Context: an optimization exercise on an open-source flow, tuned for small area. The choices shown serve that exercise and are no tape-out recipe. Where RTL was checked, it was by simulation tests only, not by an equivalence proof against the original. No driver is modelled on the clock port, so clocking that relies on it looks cheaper here than on a real chip.

==> exp/yarrow: inputs <==
Design top, start of the top module:
module top (
    input   clk,
    input   rst_n,
    output  SRCLK,
    output  RCLK,
    output  SER
);
==> module top, before the edit <==
module top (
    input   clk,
    input   rst_n,
    output  SRCLK,
    output  RCLK,
    output  SER
);
    reg [4:0]  p;
    reg [5:0]  q;
    reg        first;
    reg [3:0]  r0, r1, r2, r3;
    reg        c;
    reg        ser_r;
    wire jump = q[5] & q[4] & q[2] & q[1] & q[0]   
              & p[3] & ~p[2] & ~p[1] & p[0];
    wire wrap = (p[4] & p[0]) | jump;              
    always @(posedge clk) begin
        if (~rst_n) begin
            p     <= 5'd1;
            q     <= 6'd22;
            first <= 1'b1;
        end else begin
            p     <= wrap ? 5'd0 : p + 5'd1;
            if (wrap) q <= jump ? 6'd0 : q + 6'd1;
            if (jump) first <= 1'b0;
        end
    end
    wire [1:0] ph  = {p[1] ^ q[0], p[0]};          
    wire       h9  = (r0[0] & ~r0[1] & r0[2]);    
    wire [3:0] nxt;                               
    assign nxt[0] = (r0[0] & r0[2]) | (~r0[1] & r0[3]) | (r0[0] & r0[1]);
    assign nxt[1] = (~r0[1]);
    assign nxt[2] = (~r0[1] & r0[2]) | (~r0[0] & ~r0[3]) | (r0[2] & r0[3]);
    assign nxt[3] = (r0[0] & ~r0[1] & ~r0[2] & ~r0[3]) | (r0[1] & r0[2] & ~r0[3]) | (~r0[0] & r0[2]);
    wire [3:0] inc = first ? 4'd7 : (c ? nxt : r0);
    wire       segbit = (~q[0] & ~q[1] & ~q[2]) | (q[0] & q[1] & ~q[2] & ~r0[1]) | (~q[1] & ~q[2] & r0[0] & r0[1] & r0[2] & ~r0[3]) | (~q[2] & ~r0[1] & r0[3]) | (q[0] & q[1] & ~r0[2] & r0[3]) | (~q[0] & ~q[1] & ~r0[2] & r0[3]) | (~q[0] & ~q[2] & r0[0] & ~r0[2]) | (~q[0] & q[1] & q[2] & ~r0[0] & ~r0[3]) | (~q[0] & ~q[1] & ~r0[0] & r0[3]) | (q[0] & ~q[1] & q[2] & r0[0] & r0[1] & ~r0[2]);
    always @(posedge clk) begin
        r0 <= r1;
        r1 <= r2;
        r2 <= r3;
        r3 <= inc;
        c  <= jump | (c & h9 & (ph != 2'd3));
    end
    always @(posedge clk)
        if (ph == q[4:3]) ser_r <= segbit;
    assign SER   = ser_r;
    assign SRCLK = ~first & ~q[5] & ~p[4] & p[3];
    assign RCLK  = ~first & (q == 6'd32) & ~p[4] & (p[3] ^ (p[2] & p[1] & p[0]));
endmodule
==> flow/config.mk <==
export PLATFORM = sky130hd
export DESIGN_NAME = top
export DESIGN_NICKNAME = top
export VERILOG_FILES = /design/flow/design.v
export SDC_FILE = /design/flow/constraint.sdc
export NUM_CORES = 4
export LEC_CHECK = 0
export CAP_MARGIN = 20
export CORE_MARGIN = 2
export CORE_UTILIZATION = 40
export SLEW_MARGIN = 20
==> flow/constraint.sdc <==
create_clock -name core_clock -period 10.0 [get_ports {clk}]
set_input_delay 2.0000 -clock core_clock [delete_from_list [all_inputs] [get_ports {clk}]]
set_output_delay 2.0000 -clock core_clock [all_outputs]
set_load 0.01 [all_outputs]
standard.sh (not shown) runs the stock make flow with config.mk's settings and CLKGATE_MAP_FILE= SYNTH_SCRIPT=/design/flow/synth_recipe.tcl, a recipe that flattens the netlist after the stock synthesis.
==> flow/flow/run.sh <==
#!/bin/bash
# Own layout flow: the standard ORFS flow (standard.sh) with three changes:
#  - synthesis maps logic with an area-oriented ABC script and without the
#    adder extraction step (registers and their names are unchanged);
#  - port buffers use the smallest buffer cell;
#  - the clock tree is one clkbuf_16 that drives every register (pre_cts.tcl).
# Runs in the standard flow's work folder; each tool's output is kept in orfs/logs and
# the make output in flow_make.log.
set -euo pipefail
W=$(pwd)
bash standard.sh \
  SYNTH_SCRIPT="$W/flow/synth.tcl" \
  MY_ABC_SCRIPT="$W/flow/area.abc" \
  ADDER_MAP_FILE= \
  BUFFER_PORTS_ARGS="-buffer_cell sky130_fd_sc_hd__buf_1" \
  PRE_CTS_TCL="$W/flow/pre_cts.tcl" \
  finish 2>&1 | tee "$W/flow_make.log"
==> flow/flow/area.abc <==
strash
&get -n
&fraig -x
&put
scorr
dc2
dretime
strash
&get -n
&dch -f
&nf
&put
==> flow/flow/pre_cts.tcl <==
# Clock tree: a single clkbuf_16, placed at the centroid of the registers,
# drives every register; clock_tree_synthesis then finds no net to buffer.
set block [ord::get_db_block]
set sx 0.0; set sy 0.0; set n 0
foreach inst [$block getInsts] {
  if {![string match "*__*df*" [[$inst getMaster] getName]]} continue
  set bb [$inst getBBox]
  set sx [expr {$sx + ([$bb xMin] + [$bb xMax]) / 2.0}]
  set sy [expr {$sy + ([$bb yMin] + [$bb yMax]) / 2.0}]
  incr n
}
set dbu [[ord::get_db_tech] getDbUnitsPerMicron]
set cx [expr {$sx / $n / $dbu}]
set cy [expr {$sy / $n / $dbu}]
set clk_port [lindex [get_property [lindex [all_clocks] 0] sources] 0]
set clk_net [get_nets -of_objects $clk_port]
puts "pre_cts: clkbuf_16 for [get_full_name $clk_net] at $cx $cy ($n registers)"
insert_buffer -net $clk_net -buffer_cell sky130_fd_sc_hd__clkbuf_16 \
  -location [list $cx $cy] -buffer_name clkbuf_root -net_name clknet_root
==> flow/flow/synth.tcl <==
# The standard flow's synthesis script (synth_recipe.tcl) with ABC's mapping script
# replaced by flow/area.abc
proc abc {args} {
  set i [lsearch -exact $args -script]
  if {$i >= 0} {
    set args [lreplace $args $i [expr {$i + 1}] -script $::env(MY_ABC_SCRIPT)]
  }
  yosys abc {*}$args
}
source [file join [file dirname [info script]] .. synth_recipe.tcl]
==> exp/raven (differences from exp/yarrow) <==
==> flow/design.v (replaced) <==
module top (
    input   clk,
    input   rst_n,
    output  SRCLK,
    output  RCLK,
    output  SER
);
    reg [4:0]  p;
    reg [5:0]  q;
    reg        first;
    reg [3:0]  r0, r1, r2, r3;
    reg        c;
    reg        ser_r;
    wire jump = q[5] & q[4] & q[2] & q[1] & q[0]   
              & p[3] & ~p[2] & ~p[1] & p[0];
    wire wrap = (p[4] & p[0]) | jump;              
    always @(posedge clk) begin
        if (~rst_n) begin
            p     <= 5'd1;
            q     <= 6'd22;
            first <= 1'b1;
        end else begin
            p     <= wrap ? 5'd0 : p + 5'd1;
            if (wrap) q <= jump ? 6'd0 : q + 6'd1;
            if (jump) first <= 1'b0;
        end
    end
    wire [1:0] ph  = {p[1] ^ q[0], p[0]};          
    wire       h9  = r0[3] & r0[0];                
    reg [3:0] inc;
    always @(*)
        if (first)     inc = 4'd0;
        else if (!c)   inc = r0;
        else if (h9)   inc = 4'd0;
        else           inc = r0 + 4'd1;
    always @(posedge clk) begin
        r0 <= r1;
        r1 <= r2;
        r2 <= r3;
        r3 <= inc;
        c  <= jump | (c & h9 & (ph != 2'd3));
    end
    localparam [127:0] SEGBIT = 128'hffffffffffff09011f4149990d259f03;
    always @(posedge clk)
        if (ph == q[4:3]) ser_r <= SEGBIT[{r0, q[2:0]}];
    assign SER   = ser_r;
    assign SRCLK = ~first & ~q[5] & ~p[4] & p[3];
    assign RCLK  = ~first & (q == 6'd32) & ~p[4] & (p[3] ^ (p[2] & p[1] & p[0]));
endmodule
==> flow/run.sh (new file) <==
#!/bin/bash
# synth_recipe.tcl (not shown) runs the flow's synth.tcl, then flattens the netlist and writes it again
# the make line also repeats each setting of config.mk as NAME=value (left out here)
make -C /OpenROAD-flow-scripts/flow DESIGN_CONFIG=/design/flow/config.mk WORK_HOME=/design/flow/orfs CLKGATE_MAP_FILE= SYNTH_SCRIPT=/design/flow/synth_recipe.tcl finish
--- a/flow/config.mk
+++ b/flow/config.mk
@@ -8,4 +8,6 @@
 export CAP_MARGIN = 20
 export CORE_MARGIN = 2
 export CORE_UTILIZATION = 40
+export CTS_CLUSTER_DIAMETER = 500
+export CTS_CLUSTER_SIZE = 50
 export SLEW_MARGIN = 20
removed: flow/flow/run.sh
removed: flow/flow/area.abc
removed: flow/flow/pre_cts.tcl
removed: flow/flow/synth.tcl
removed: flow/standard.sh
==> qor summary <==
item	exp/yarrow	exp/raven
Result of the run	did not finish	timing/DRC/antenna clean
Failing step	clock tree synthesis	-
Proportion of register bits with asynchronous set or reset after synthesis	0%	0%
Net count of the mapped netlist	114	139
Post-synthesis average cell area	9.686 sq um	9.714 sq um
Number of cells after detailed placement	146	174
Share of the yosys chip area belonging to registers	56.29%	47.98%
Rows	18	20
Placed Instance Area	1137 sq um	1338 sq um
Placed wire-length estimate	1348 um	1471 um
Xor/xnor share of the synthesized area	5.652%	6.195%
Simple-gate area share of the yosys netlist	17.53%	21.93%
Post-synthesis adder-cell area fraction	0%	5.900%
Flip-flop and latch count after synthesis	30	30
Pre-CTS WS	6.856 ns	6.265 ns
Area of the mapped netlist	1085 sq um	1272 sq um
Number of different library cells in the post-synthesis netlist	30	40
Final weighted congestion of routability-driven global placement	0.7956	0.8173
Die Span Y	56.08 um	60.40 um
Portion of synthesized cell area occupied by the leading cell type	53.52%	45.62%
Share of synthesized area spent on multiplexers	0%	3.245%
EDFF count, synth	1	1
Initial Util	43.01%	42.02%
Number of port buffers	4	4
Die span in x	56.08 um	60.40 um
Fraction of the mapped netlist area in compound gates	19.49%	11.21%
Cell count after synthesis	112	131
No functional check of the RTL was part of any run of this note.

========
==> indigo <==
top, a different RTL version from the one above (not shown whole).
## top
module top (
    input   clk,
    input   rst_n,
    output  SRCLK,
    output  RCLK,
    output  SER
);
==> module top, before the edit <==
module top (
    input   clk,
    input   rst_n,
    output  SRCLK,
    output  RCLK,
    output  SER
);
    reg [4:0]  p;
    reg [5:0]  q;
    reg        first;
    reg [3:0]  r0, r1, r2, r3;
    reg        c;
    reg        ser_r;
    wire jump = q[5] & q[4] & q[2] & q[1] & q[0]   
              & p[3] & ~p[2] & ~p[1] & p[0];
    wire wrap = (p[4] & p[0]) | jump;              
    always @(posedge clk) begin
        if (~rst_n) begin
            p     <= 5'd1;
            q     <= 6'd22;
            first <= 1'b1;
        end else begin
            p     <= wrap ? 5'd0 : p + 5'd1;
            if (wrap) q <= jump ? 6'd0 : q + 6'd1;
            if (jump) first <= 1'b0;
        end
    end
    wire [1:0] ph  = {p[1] ^ q[0], p[0]};          
    wire       h9  = (r0[0] & r0[3]);    
    wire [3:0] nxt;                               
    assign nxt[0] = (~r0[0]);
    assign nxt[1] = (r0[0] & ~r0[1] & ~r0[3]) | (~r0[0] & r0[1]);
    assign nxt[2] = (r0[0] & r0[1] & ~r0[2]) | (~r0[1] & r0[2]) | (~r0[0] & r0[2]);
    assign nxt[3] = (~r0[0] & r0[3]) | (r0[0] & r0[1] & r0[2]);
    wire [3:0] inc = first ? 4'd0 : (c ? nxt : r0);
    wire       segbit = (~q[1] & ~q[2] & ~r0[1] & ~r0[2] & ~r0[3]) | (~q[0] & ~q[1] & r0[0] & ~r0[1] & ~r0[2] & ~r0[3]) | (q[0] & q[1] & r0[0] & ~r0[1] & ~r0[2] & ~r0[3]) | (~q[0] & ~q[2] & r0[1] & ~r0[2]) | (q[0] & ~q[1] & q[2] & ~r0[0] & r0[1] & ~r0[2]) | (~q[0] & ~q[1] & ~r0[0] & ~r0[1] & r0[2]) | (~q[0] & ~q[1] & ~q[2]) | (q[0] & q[1] & ~r0[0] & ~r0[1] & r0[2]) | (q[0] & q[1] & ~q[2] & r0[0]) | (~q[0] & q[1] & q[2] & r0[0] & ~r0[1] & r0[2]) | (~q[0] & q[1] & q[2] & ~r0[0] & r0[1] & r0[2]) | (~q[2] & r0[0] & r0[1] & r0[2]) | (~q[0] & ~q[1] & r0[0] & r0[1] & r0[2]) | (q[1] & ~q[2] & r0[0] & ~r0[2] & ~r0[3]);
    always @(posedge clk) begin
        r0 <= r1;
        r1 <= r2;
        r2 <= r3;
        r3 <= inc;
        c  <= jump | (c & h9 & (ph != 2'd3));
    end
    always @(posedge clk)
        if (ph == q[4:3]) ser_r <= segbit;
    assign SER   = ser_r;
    assign SRCLK = ~first & ~q[5] & ~p[4] & p[3];
    assign RCLK  = ~first & (q == 6'd32) & ~p[4] & (p[3] ^ (p[2] & p[1] & p[0]));
endmodule
make LEC_CHECK=0 CAP_MARGIN=20 CORE_MARGIN=2 CORE_UTILIZATION=40 SLEW_MARGIN=20 finish   # period 10.0 ns
run.sh (not shown) runs the stock make flow with config.mk's settings and CLKGATE_MAP_FILE= SYNTH_SCRIPT=/design/flow/synth_recipe.tcl, a recipe that flattens the netlist after the stock synthesis.
Stock flow here: none of the scripts above is used.
==> inputs of fjord, as changes to indigo <==
==> flow/design.v, changed modules only <==
module top (
    input   clk,
    input   rst_n,
    output  SRCLK,
    output  RCLK,
    output  SER
);
    reg [4:0]  p;
    reg [5:0]  q;
    reg [3:0]  r0, r1, r2, r3;
    reg        x;                                  
    reg        ser_r;
    wire q0s  = ~q[5] & ~q[4] & ~q[3];             
    wire jump = q0s & p[3] & p[2] & p[1] & p[0];   
    wire q63  = q[5] & q[4] & q[3] & q[2] & q[1] & q[0];
    wire wrap = p[4] & (p[0] | q63);               
    wire [5:0] e;                                  
    assign e[0] = wrap;
    assign e[1] = e[0] & q[0];
    assign e[2] = e[1] & q[1];
    assign e[3] = e[2] & q[2];
    assign e[4] = e[3] & q[3];
    assign e[5] = e[4] & q[4];
    wire start = e[5] & ~q[5];                     
    always @(posedge clk) begin
        if (~rst_n) begin
            p     <= 5'd1;
            q     <= 6'd54;
        end else begin
            p[0]  <= jump | (~wrap & ~p[0]);
            p[1]  <= ~jump & ~wrap & (p[1] ^ p[0]);
            p[2]  <= jump | (~wrap & (p[2] ^ (p[1] & p[0])));
            p[3]  <= ~jump & ~wrap & (p[3] ^ (p[2] & p[1] & p[0]));
            p[4]  <= ~jump & ~wrap & (p[4] | (p[3] & p[2] & p[1] & p[0]));
            q[0]  <= jump | (q[0] ^ e[0]);
            q[1]  <= ~jump & (q[1] ^ e[1]);
            q[2]  <= ~jump & (q[2] ^ e[2]);
            q[3]  <= jump | (q[3] ^ e[3]);
            q[4]  <= ~jump & (q[4] ^ e[4]);
            q[5]  <= ~jump & (q[5] ^ e[5]);
        end
    end
    wire [1:0] ph  = {p[1] ^ q[0], p[0]};          
    wire       pre = q[4] | ~q[5];                 
    wire       first = x & pre;
    wire       c = x;
    wire       h9  = (r0[0] & r0[3]);    
    wire [3:0] nxt;                               
    assign nxt[0] = (~r0[0]);
    assign nxt[1] = (r0[0] & ~r0[1] & ~r0[3]) | (~r0[0] & r0[1]);
    assign nxt[2] = (r0[0] & r0[1] & ~r0[2]) | (~r0[1] & r0[2]) | (~r0[0] & r0[2]);
    assign nxt[3] = (~r0[0] & r0[3]) | (r0[0] & r0[1] & r0[2]);
    wire [3:0] inc = first ? 4'd0 : (c ? nxt : r0);
    wire       segbit = (~q[1] & ~q[2] & ~r0[1] & ~r0[2] & ~r0[3]) | (~q[0] & ~q[1] & r0[0] & ~r0[1] & ~r0[2] & ~r0[3]) | (q[0] & q[1] & r0[0] & ~r0[1] & ~r0[2] & ~r0[3]) | (~q[0] & ~q[2] & r0[1] & ~r0[2]) | (q[0] & ~q[1] & q[2] & ~r0[0] & r0[1] & ~r0[2]) | (~q[0] & ~q[1] & ~r0[0] & ~r0[1] & r0[2]) | (~q[0] & ~q[1] & ~q[2]) | (q[0] & q[1] & ~r0[0] & ~r0[1] & r0[2]) | (q[0] & q[1] & ~q[2] & r0[0]) | (~q[0] & q[1] & q[2] & r0[0] & ~r0[1] & r0[2]) | (~q[0] & q[1] & q[2] & ~r0[0] & r0[1] & r0[2]) | (~q[2] & r0[0] & r0[1] & r0[2]) | (~q[0] & ~q[1] & r0[0] & r0[1] & r0[2]) | (q[1] & ~q[2] & r0[0] & ~r0[2] & ~r0[3]);
    always @(posedge clk) begin
        r0 <= r1;
        r1 <= r2;
        r2 <= r3;
        r3 <= inc;
        x  <= ~rst_n | start | (x & (pre | (h9 & ~(p[1] & p[0]))));   
    end
    always @(posedge clk)
        if (ph == q[4:3]) ser_r <= segbit;
    assign SER   = ser_r;
    assign SRCLK = ~first & q[5] & ~p[4] & p[3];
    assign RCLK  = ~x & q0s & ~p[4] & p[3];
endmodule
==> flow/flow/run.sh (new file) <==
#!/bin/bash
# Own layout flow: the standard ORFS flow (standard.sh) with these changes:
#  - synthesis maps the logic with several area-oriented ABC scripts
#    (flow/*.abc) and keeps the smallest result, without the adder
#    extraction step (registers and their names are unchanged);
#  - port buffers use the smallest buffer cell;
#  - the clock tree is one buf_12 at the registers' centroid that drives every
#    register (flow/pre_cts.tcl); clock_tree_synthesis is limited to the clock
#    port's net, which then has that single sink, so it adds nothing.
# Runs in the standard flow's work folder; each tool's output is kept in orfs/logs and
# the make output in flow_make.log.
set -euo pipefail
W=$(pwd)
F="$W/flow"
bash standard.sh \
  SYNTH_SCRIPT="$F/synth.tcl" \
  MY_ABC_SCRIPTS="$F/area.abc $F/nf_r.abc $F/nf_rp.abc $F/amap.abc $F/dch_amap.abc $F/rw_amap.abc" \
  ADDER_MAP_FILE= \
  BUFFER_PORTS_ARGS="-buffer_cell sky130_fd_sc_hd__buf_1" \
  PRE_CTS_TCL="$F/pre_cts.tcl" \
  CTS_ARGS="-sink_clustering_enable -repair_clock_nets -clk_nets clk" \
  finish 2>&1 | tee "$W/flow_make.log"
==> flow/flow/amap.abc (new file) <==
strash
&get -n
&fraig -x
&put
scorr
dc2
dretime
strash
dch -f
amap -m
==> flow/flow/area.abc (new file) <==
strash
&get -n
&fraig -x
&put
scorr
dc2
dretime
strash
&get -n
&dch -f
&nf
&put
==> flow/flow/dch_amap.abc (new file) <==
strash
&get -n
&fraig -x
&put
scorr
dc2
dretime
strash
dc2
dch -f
dc2
dch -f
amap
==> flow/flow/nf_r.abc (new file) <==
strash
&get -n
&fraig -x
&put
scorr
dc2
dretime
strash
&get -n
&dch -f
&nf -R 1000
&put
==> flow/flow/nf_rp.abc (new file) <==
strash
&get -n
&fraig -x
&put
scorr
dc2
dretime
strash
&get -n
&dch -f
&nf -R 1000 -p
&put
==> flow/flow/pre_cts.tcl (new file) <==
# Clock tree: a single buf_12, placed at the centroid of the registers,
# drives every register; clock_tree_synthesis (limited to the clock port's net by
# CTS_ARGS) then finds only that one sink and adds nothing.
set block [ord::get_db_block]
set sx 0.0; set sy 0.0; set n 0
foreach inst [$block getInsts] {
  if {![string match "*__*df*" [[$inst getMaster] getName]]} continue
  set bb [$inst getBBox]
  set sx [expr {$sx + ([$bb xMin] + [$bb xMax]) / 2.0}]
  set sy [expr {$sy + ([$bb yMin] + [$bb yMax]) / 2.0}]
  incr n
}
set dbu [[ord::get_db_tech] getDbUnitsPerMicron]
set cx [expr {$sx / $n / $dbu}]
set cy [expr {$sy / $n / $dbu}]
set clk_net [get_nets [[[$block findBTerm clk] getNet] getName]]
puts "pre_cts: buf_12 for [get_full_name $clk_net] at $cx $cy ($n registers)"
insert_buffer -net $clk_net -buffer_cell sky130_fd_sc_hd__buf_12 \
  -location [list $cx $cy] -buffer_name clkbuf_root -net_name clknet_root
==> flow/flow/rw_amap.abc (new file) <==
strash
&get -n
&fraig -x
&put
scorr
dc2
dretime
strash
ifraig
dc2
rewrite -z
refactor -z
balance
dch -f
amap
==> flow/flow/synth.tcl (new file) <==
# The standard flow's synthesis script (synth_recipe.tcl), with ABC run once for each
# mapping script in flow/*.abc (MY_ABC_SCRIPTS); the mapping with the
# smallest cell area is kept. Only the combinational logic differs between
# them: registers are mapped before ABC runs and keep their names.
proc abc {args} {
  set i [lsearch -exact $args -script]
  yosys design -save my_pre_abc
  set best -1
  set report [file join $::env(OBJECTS_DIR) my_abc_area.txt]
  foreach script [split $::env(MY_ABC_SCRIPTS)] {
    if {$script eq ""} continue
    yosys design -load my_pre_abc
    yosys abc {*}[lreplace $args $i [expr {$i + 1}] -script $script]
    yosys tee -q -o $report stat {*}$::lib_args
    set fh [open $report]
    set text [read $fh]
    close $fh
    if {![regexp {Chip area for module [^:]*:\s*([0-9.eE+-]+)} $text -> area]} {
      error "no area for $script"
    }
    puts "my_abc: $script area $area"
    if {$best < 0 || $area < $best} {
      set best $area
      yosys design -save my_best_abc
    }
  }
  yosys design -load my_best_abc
  puts "my_abc: kept area $best"
}
source [file join [file dirname [info script]] .. synth_recipe.tcl]
==> flow/standard.sh (new file) <==
#!/bin/bash
# synth_recipe.tcl (not shown) runs the flow's synth.tcl, then flattens the netlist and writes it again
# the make line also repeats each setting of config.mk as NAME=value (left out here)
make -C /OpenROAD-flow-scripts/flow DESIGN_CONFIG=/design/flow/config.mk WORK_HOME=/design/flow/orfs CLKGATE_MAP_FILE= SYNTH_SCRIPT=/design/flow/synth_recipe.tcl "${@:-finish}"
--- a/flow/config.mk
+++ b/flow/config.mk
@@ -7,5 +7,5 @@
 export LEC_CHECK = 0
 export CAP_MARGIN = 20
-export CORE_MARGIN = 2
-export CORE_UTILIZATION = 40
+export CORE_AREA = 10 10 90 90
+export DIE_AREA = 0 0 100 100
 export SLEW_MARGIN = 20
removed: flow/run.sh
==> inputs of onyx, as changes to indigo <==
==> flow/design.v, changed modules only <==
module top (
    input   clk,
    input   rst_n,
    output  SRCLK,
    output  RCLK,
    output  SER
);
    reg [4:0]  p;
    reg [5:0]  q;
    reg        first;
    reg [3:0]  r0, r1, r2, r3;
    reg        c;
    reg        ser_r;
    wire jump = q[5] & q[4] & q[2] & q[1] & q[0]   
              & p[3] & ~p[2] & ~p[1] & p[0];
    wire wrap = (p[4] & p[0]) | jump;              
    always @(posedge clk) begin
        if (~rst_n) begin
            p     <= 5'd1;
            q     <= 6'd22;
            first <= 1'b1;
        end else begin
            p     <= wrap ? 5'd0 : p + 5'd1;
            if (wrap) q <= jump ? 6'd0 : q + 6'd1;
            if (jump) first <= 1'b0;
        end
    end
    wire [1:0] ph  = {p[1] ^ q[0], p[0]};          
    wire       h9  = r0[3] & r0[0];                
    reg [3:0] inc;
    always @(*)
        if (first)     inc = 4'd0;
        else if (!c)   inc = r0;
        else if (h9)   inc = 4'd0;
        else           inc = r0 + 4'd1;
    always @(posedge clk) begin
        r0 <= r1;
        r1 <= r2;
        r2 <= r3;
        r3 <= inc;
        c  <= jump | (c & h9 & (ph != 2'd3));
    end
    localparam [127:0] SEGBIT = 128'hffffffffffff09011f4149990d259f03;
    always @(posedge clk)
        if (ph == q[4:3]) ser_r <= SEGBIT[{r0, q[2:0]}];
    assign SER   = ser_r;
    assign SRCLK = ~first & ~q[5] & ~p[4] & p[3];
    assign RCLK  = ~first & (q == 6'd32) & ~p[4] & (p[3] ^ (p[2] & p[1] & p[0]));
endmodule
--- a/flow/config.mk
+++ b/flow/config.mk
@@ -6,6 +6,9 @@
 export NUM_CORES = 4
 export LEC_CHECK = 0
+export ABC_AREA = 1
 export CAP_MARGIN = 20
 export CORE_MARGIN = 2
 export CORE_UTILIZATION = 40
+export CTS_CLUSTER_DIAMETER = 500
+export CTS_CLUSTER_SIZE = 50
 export SLEW_MARGIN = 20
==> inputs of amber, as changes to indigo <==
==> flow/design.v, changed modules only <==
module top (
    input   clk,
    input   rst_n,
    output  SRCLK,
    output  RCLK,
    output  SER
);
    reg [4:0]  p;
    reg [5:0]  q;
    reg        first;
    reg [3:0]  r0, r1, r2, r3;
    reg        c;
    reg        ser_r;
    wire jump = (q == 6'd55) && (p == 5'd9);       
    wire wrap = (p == 5'd17) || jump;              
    always @(posedge clk) begin
        if (~rst_n) begin
            p     <= 5'd1;
            q     <= 6'd22;
            first <= 1'b1;
        end else begin
            p     <= wrap ? 5'd0 : p + 5'd1;
            if (wrap) q <= jump ? 6'd0 : q + 6'd1;
            if (jump) first <= 1'b0;
        end
    end
    wire [1:0] ph  = {p[1] ^ q[0], p[0]};          
    wire       h9  = r0[3] & r0[0];                
    reg [3:0] inc;
    always @(*)
        if (first)     inc = 4'd0;
        else if (!c)   inc = r0;
        else if (h9)   inc = 4'd0;
        else           inc = r0 + 4'd1;
    always @(posedge clk) begin
        r0 <= r1;
        r1 <= r2;
        r2 <= r3;
        r3 <= inc;
        c  <= jump | (c & h9 & (ph != 2'd3));
    end
    localparam [127:0] SEGBIT = 128'hffffffffffff09011f4149990d259f03;
    always @(posedge clk)
        if (ph == q[4:3]) ser_r <= SEGBIT[{r0, q[2:0]}];
    assign SER   = ser_r;
    assign SRCLK = ~first & ~q[5] & ~p[4] & p[3];
    assign RCLK  = ~first & (q == 6'd32) & (p >= 5'd7) & (p <= 5'd14);
endmodule
==> summary of the runs <==
The highest worst hold slack belongs to fjord, the lowest to onyx. Cell count, highest first: onyx, fjord, amber, indigo. Register-to-register slack: onyx > indigo > amber > fjord. Maximum frequency: fjord > indigo > onyx > amber.
Only the layout flow was run in indigo, fjord and onyx; the RTL was not checked for function there.

==> re-timing with driven ports <==
How much do the figures lean on ideal ports? The routed layouts below were timed once more, with nothing changed but the port constraints.
Step 1 (the two cells are an assumption about what drives the block):
set clk [get_ports {clk}]
set_driving_cell -lib_cell sky130_fd_sc_hd__clkbuf_16 $clk
set_driving_cell -lib_cell sky130_fd_sc_hd__buf_2 [delete_from_list [all_inputs] $clk]
Step 2 adds t to the input delays and takes it off the output delays; t is the mean of the earliest and latest rising clock arrival at the registers after step 1. Input paths then give back, and output paths get back, about the clock's delay inside the block.
Three values: ideal ports, drivers, drivers and shift; two values: the first two.
| run | t (ns) | setup WS [ns] | worst setup path after step 2 |
|---|---|---|---|
| exp/raven | 0.334 | 5.927 / 5.907 / 6.241 | register to output |
| indigo | 0.337 | 5.953 / 5.935 / 6.272 | register to output |
| fjord | 0.166 | 6.774 / 6.744 / 6.910 | register to output |
| onyx | 0.336 | 5.904 / 5.881 / 6.217 | register to output |
| amber | 0.346 | 5.719 / 5.696 / 6.042 | register to output |
After both steps every run listed still meets setup and hold.
